Source: an optimization exercise on an open RTL-to-GDS flow (aim: a short achievable clock period and few clock cycles). Production flows keep margins and buffers that such runs may drop.
At most, simulation tests tie the RTL to the original design; equivalence was not proved.
No activity file was given, so power comes from the tool's default toggle rates.

==> build 62: inputs <==
==> flow/design.v (excerpt) <==
module LC3Core(
  input         clock,
  input         reset,
  output [15:0] io_mem_raddr,
  input  [15:0] io_mem_rdata,
  output [15:0] io_mem_waddr,
  output [15:0] io_mem_wdata,
  output        io_mem_wen,
  output        io_kb_ready,
  input         io_kb_valid,
  input  [7:0]  io_kb_bits,
  input         io_disp_ready,
  output        io_disp_valid,
  output [7:0]  io_disp_bits,
  output        io_end
);
  localparam [2:0] T_NONE  = 3'd0,
                   T_INSTR = 3'd1,    
                   T_LDATA = 3'd2,    
                   T_LPTR  = 3'd3,    
                   T_SPTR  = 3'd4,    
                   T_TVEC  = 3'd5;    
  reg  [15:0] ra;           
  reg  [2:0]  tag_p;        
  reg         pt_p;         
  reg  [1:0]  bi_p;         
  reg  [15:0] ra_a;         
  reg  [2:0]  tag_a;
  reg         pt_a;
  reg  [1:0]  bi_a;
  reg         dev_a;        
  reg  [15:0] dev_val;
  reg  [15:0] fp;           
  reg  [2:0]  qv;
  reg  [15:0] qi0, qi1, qi2;    
  reg  [15:0] qa0, qa1, qa2;    
  reg  [15:0] qn0, qn1, qn2;    
  reg  [2:0]  qt;               
  reg  [1:0]  qb0, qb1, qb2;    
  reg  [3:0]  bv;
  reg  [15:0] btag0, btag1, btag2, btag3;
  reg  [15:0] btgt0, btgt1, btgt2, btgt3;
  reg  [1:0]  brr;
  reg  [15:0] R0, R1, R2, R3, R4, R5, R6, R7;
  ...
clock: 10.0 ns
lec_check: 0
abc_clock_period_in_ps: 3000
cap_margin: 20
core_margin: 2
core_utilization: 40
slew_margin: 20
standard.sh (not shown) runs the stock make flow with config.mk's settings and CLKGATE_MAP_FILE= SYNTH_SCRIPT=/design/flow/synth_recipe.tcl, a recipe that flattens the netlist after the stock synthesis.
==> flow/flow/run.sh <==
#!/bin/bash
# Standard ORFS layout (the standard.sh, unchanged synthesis), with the
# timing repair aiming well below the clock period: repair_timing keeps
# working until the setup slack reaches the margin given here.
set -uo pipefail
bash standard.sh SETUP_SLACK_MARGIN=6.5 finish > standard_flow.log 2>&1
==> build 25 (differences from build 62) <==
--- a/flow/design.v
+++ b/flow/design.v
@@ -29,16 +29,21 @@
   reg         pt_a;
   reg  [1:0]  bi_a;
   reg         dev_a;        
   reg  [15:0] dev_val;
   reg  [15:0] fp;           
-  reg  [2:0]  qv;
-  reg  [15:0] qi0, qi1, qi2;    
-  reg  [15:0] qa0, qa1, qa2;    
-  reg  [15:0] qn0, qn1, qn2;    
-  reg  [2:0]  qt;               
-  reg  [1:0]  qb0, qb1, qb2;    
+  localparam QN = 4;                
+  reg  [QN-1:0]    qv;
+  reg  [16*QN-1:0] qi;              
+  reg  [16*QN-1:0] qa;              
+  reg  [16*QN-1:0] qn;              
+  reg  [QN-1:0]    qt;              
+  reg  [2*QN-1:0]  qb;              
+  wire [15:0] qi0 = qi[15:0];
+  wire [15:0] qa0 = qa[15:0];
+  wire [15:0] qn0 = qn[15:0];
+  wire [1:0]  qb0 = qb[1:0];
   reg  [3:0]  bv;
   reg  [15:0] btag0, btag1, btag2, btag3;
   reg  [15:0] btgt0, btgt1, btgt2, btgt3;
   reg  [1:0]  brr;
   reg  [15:0] R0, R1, R2, R3, R4, R5, R6, R7;
@@ -144,17 +149,18 @@
   wire uses_C = is_st | is_sti;
   wire reads_pd = (uses_A & (iA == pend_dst)) | (uses_B & (iB == pend_dst)) |
                   (uses_C & (iC == pend_dst));
   wire dep_ld = (reads_pd & ~kill_rf) | (is_br & ~kill_cc);
   wire shadow_ok = (is_alu | is_lea) & ~dep_ld;
-  reg  sm_hit;
-  wire sm_flush = sm_hit;
+  reg  sm_hit;                                     
+  wire sm_now   = wen_q & qv[0] & (waddr_q == qa0);
+  wire sm_flush = sm_hit | sm_now;
   wire pt_bad   = qt[0] & ~is_br;      
   wire ld_block  = ldp & (arr_ldata ? dep_ld : ~shadow_ok);
   wire sti_block = stip;
   wire ex        = qv[0] & ~end1 & ~ld_block & ~sti_block & ~sm_flush & ~pt_bad;
-  wire refetch   = ~end1 & (sm_flush | (qv[0] & pt_bad));
+  wire refetch   = ~end1 & ~tvp & (sm_flush | (qv[0] & pt_bad));
   wire ex_end    = ex & is_end;
   wire ex_live   = ex & ~is_end;
   wire mispred   = is_br & (taken ^ qt[0]);
   wire redirect  = ex_live & (mispred | is_jmp);
   wire [15:0] rd_tgt  = taken ? pcoff  : is_jmp ? rA  : pcn;
@@ -173,13 +179,18 @@
   wire h2 = bv[2] & (btag2 == fp);
   wire h3 = bv[3] & (btag3 == fp);
   wire bhit = h0 | h1 | h2 | h3;
   wire [1:0]  bidx = h3 ? 2'd3 : h2 ? 2'd2 : h1 ? 2'd1 : 2'd0;
   wire [15:0] btgt = h3 ? btgt3 : h2 ? btgt2 : h1 ? btgt1 : btgt0;
-  wire [1:0] qcnt = {1'b0, qv[0]} + {1'b0, qv[1]} + {1'b0, qv[2]};
-  wire [2:0] occ  = {1'b0, qcnt} + {2'b0, arr_instr} + {2'b0, (tag_p == T_INSTR)};
-  wire room = (occ < 3'd3) | ((occ == 3'd3) & ex);
+  reg  [3:0] qcnt;
+  integer ci;
+  always @(*) begin
+    qcnt = 4'd0;
+    for (ci = 0; ci < QN; ci = ci + 1) qcnt = qcnt + {3'b0, qv[ci]};
+  end
+  wire [3:0] occ  = qcnt + {3'b0, arr_instr} + {3'b0, (tag_p == T_INSTR)};
+  wire room = (occ < QN) | ((occ == QN) & ex);
   reg  [15:0] ra_n, fp_n;
   reg  [2:0]  tag_n;
   reg         pt_n;
   reg  [1:0]  bi_n;
   always @(*) begin
@@ -189,11 +200,11 @@
     bi_n  = 2'd0;
     fp_n  = refetch ? xpc : fp;
     if (tag_a == T_LPTR) begin
       ra_n = rdata_eff; tag_n = T_LDATA;
     end else if (tag_a == T_TVEC) begin
-      ra_n = rdata_eff; tag_n = T_INSTR; fp_n = inc16(rdata_eff);
+      fp_n = rdata_eff;             
     end else if (ex_dreq) begin
       ra_n = daddr; tag_n = dtag;
     end else if (refetch) begin
       ra_n = xpc; tag_n = T_INSTR; fp_n = inc16(xpc);
     end else if (redirect) begin
@@ -228,38 +239,46 @@
       bi_a  <= bi_p;
       dev_a   <= (ra == 16'hFE00) | (ra == 16'hFE02) | (ra == 16'hFE04);
       dev_val <= (ra == 16'hFE00) ? KBSR : (ra == 16'hFE02) ? KBDR : DSR;
     end
   end
-  wire [1:0] pos = qcnt - {1'b0, ex};
-  wire       app = arr_instr & ~flush_q;
+  wire [3:0]  pos = qcnt - {3'b0, ex};
+  wire        app = arr_instr & ~flush_q;
   wire [15:0] ra_a1 = inc16(ra_a);
+  integer qj;
   always @(posedge clock) begin
     if (reset) begin
-      qv <= 3'b000;
-      qt <= 3'b000;
-      qi0 <= 16'h0; qi1 <= 16'h0; qi2 <= 16'h0;
-      qa0 <= 16'h0; qa1 <= 16'h0; qa2 <= 16'h0;
-      qn0 <= 16'h0; qn1 <= 16'h0; qn2 <= 16'h0;
-      qb0 <= 2'd0;  qb1 <= 2'd0;  qb2 <= 2'd0;
+      qv <= {QN{1'b0}};
+      qt <= {QN{1'b0}};
+      qi <= {16*QN{1'b0}};
+      qa <= {16*QN{1'b0}};
+      qn <= {16*QN{1'b0}};
+      qb <= {2*QN{1'b0}};
     end else if (flush_q) begin
-      qv <= 3'b000;
+      qv <= {QN{1'b0}};
     end else begin
-      if (ex) begin
-        qv  <= {1'b0, qv[2:1]};
-        qt  <= {1'b0, qt[2:1]};
-        qi0 <= qi1; qi1 <= qi2;
-        qa0 <= qa1; qa1 <= qa2;
-        qn0 <= qn1; qn1 <= qn2;
-        qb0 <= qb1; qb1 <= qb2;
-      end
-      if (app) begin
-        case (pos)
-          2'd0: begin qv[0] <= 1'b1; qt[0] <= pt_a; qi0 <= io_mem_rdata; qa0 <= ra_a; qn0 <= ra_a1; qb0 <= bi_a; end
-          2'd1: begin qv[1] <= 1'b1; qt[1] <= pt_a; qi1 <= io_mem_rdata; qa1 <= ra_a; qn1 <= ra_a1; qb1 <= bi_a; end
-          default: begin qv[2] <= 1'b1; qt[2] <= pt_a; qi2 <= io_mem_rdata; qa2 <= ra_a; qn2 <= ra_a1; qb2 <= bi_a; end
-        endcase
+      for (qj = 0; qj < QN; qj = qj + 1) begin
+        if (app && pos == qj) begin
+          qv[qj] <= 1'b1;
+          qt[qj] <= pt_a;
+          qi[16*qj +: 16] <= io_mem_rdata;
+          qa[16*qj +: 16] <= ra_a;
+          qn[16*qj +: 16] <= ra_a1;
+          qb[2*qj +: 2]   <= bi_a;
+        end else if (ex) begin
+          if (qj == QN - 1) begin
+            qv[qj] <= 1'b0;
+            qt[qj] <= 1'b0;
+          end else begin
+            qv[qj] <= qv[qj + 1];
+            qt[qj] <= qt[qj + 1];
+            qi[16*qj +: 16] <= qi[16*(qj+1) +: 16];
+            qa[16*qj +: 16] <= qa[16*(qj+1) +: 16];
+            qn[16*qj +: 16] <= qn[16*(qj+1) +: 16];
+            qb[2*qj +: 2]   <= qb[2*(qj+1) +: 2];
+          end
+        end
       end
     end
   end
   wire [15:0] br_addr = qa0;
   always @(posedge clock) begin
@@ -286,19 +305,18 @@
           default: begin bv[3] <= 1'b1; btag3 <= br_addr; btgt3 <= pcoff; end
         endcase
       end
     end
   end
-  wire        st_now  = ex_live & is_st;
-  wire        hit_rd = (rdata_eff == qa0) | (rdata_eff == qa1) | (rdata_eff == qa2) |
-                       (rdata_eff == ra_a) | (rdata_eff == ra) | (rdata_eff == fp);
-  wire        hit_pc = sum_eq(qn0, off9, qa0) | sum_eq(qn0, off9, qa1) | sum_eq(qn0, off9, qa2) |
-                       sum_eq(qn0, off9, ra_a) | sum_eq(qn0, off9, ra) | sum_eq(qn0, off9, fp);
-  wire        hit_b  = sum_eq(rA, off6, qa0) | sum_eq(rA, off6, qa1) | sum_eq(rA, off6, qa2) |
-                       sum_eq(rA, off6, ra_a) | sum_eq(rA, off6, ra) | sum_eq(rA, off6, fp);
-  wire        st_hit = ((tag_a == T_SPTR) & hit_rd) |
-                       (st_now & ((op == 4'h3) ? hit_pc : hit_b));
+  integer hj;
+  reg sm_other;
+  always @(*) begin
+    sm_other = (arr_instr & (waddr_q == ra_a)) | ((tag_p == T_INSTR) & (waddr_q == ra));
+    for (hj = 1; hj < QN; hj = hj + 1)
+      sm_other = sm_other | (qv[hj] & (waddr_q == qa[16*hj +: 16]));
+  end
+  wire st_hit = wen_q & sm_other;
   always @(posedge clock) begin
     if (reset) begin
       ccv      <= 16'h0;
       xpc      <= 16'h3001;
       ldp      <= 1'b0;
==> summary.txt <==
Between build 62 and build 25, the lower critical path depth is in build 25 (gap 1). Against build 25, the flip-flop and latch count of build 62 is lower by 52. Of build 62 and build 25, build 25 has the higher sequential share of layout area (gap 2.3 points). Between build 25 and build 62, the lower die area is in build 25 (gap about 9%, measured against build 62). Of build 25 and build 62, build 25 has the higher non-clock buffer count (gap 128). Against build 62, the register-to-register slack of build 25 is better by 0.08 ns. Of build 62 and build 25, build 25 has the higher hold slack (gap 0.0095 ns). Against build 62, the global-route usage of build 25 is lower by 2.5 points.
==> figures <==
                                                            build 62      build 25
Status                                      timing/DRC/antenna clean  timing/DRC/antenna clean
P&R area growth vs syn                                         30.6%         39.9%
Max-Slew Margin vs Limit                                       17.2%         16.5%
Net switching power of the design                            7.30 mW       5.37 mW
Launch instance of the worst register-to-register path        qi0[8]        qi[12]
Top fanout value on the critical path                              5             7
Gate count of the mapped netlist                                5714          5134
Tap cell count                                                  1476          1298
Clock group power                                            2.89 mW       2.82 mW
Cells resized by post-CTS repair                                 503           734
Cell Rows                                                        121           116
Total length of routed met2 wires                           94000 um      85000 um
Die Footprint                                           113000 sq um  103000 sq um
Net count after synthesis                                       5987          5231
Final worst path period share                                  41.4%         40.6%
Crit path time final                                         4.14 ns       4.06 ns
Minimum setup slack in the final design                      5.86 ns       5.94 ns
Setup repair bufs after CTS                                      143           215
Testbench counts of build 25, summed over its fixed seeds: cycles 44,737.
The RTL of build 62 was laid out without a check of its function.

-- static timing again, ports no longer ideal --
The results above use ideal ports. As a check the final layouts listed here were re-extracted and re-timed, cells and wires unchanged. Step 1 sets driving cells, clkbuf_16 on the clock port and buf_2 on the other inputs (assumed; they add their load-dependent delay and slew). Step 2 adds t to the input delays and takes it off the output delays; t is the mean of the earliest and latest rising clock arrival at the registers after step 1. Input paths then give back, and output paths get back, about the clock's delay inside the block. a / b / c = ideal / step 1 / step 2; a / b = the first two.
run | shift t [ns] | setup slack, ns | worst hold slack (ns) | worst setup path after step 2 | slew at the worst register clock pin (ns)
build 62 | 0.760 | 5.857 / 5.857 / 5.230 | 0.439 / 0.439 / 0.439 | input to register | 0.07 / 0.07
build 25 | 0.728 | 5.942 / 5.942 / 5.665 | 0.448 / 0.448 / 0.448 | input to register | 0.08 / 0.08
After both steps every run listed still meets setup and hold. For build 62, which loses most, drivers alone change the setup slack by 0.000 ns; drivers and shift together by -0.627 ns.
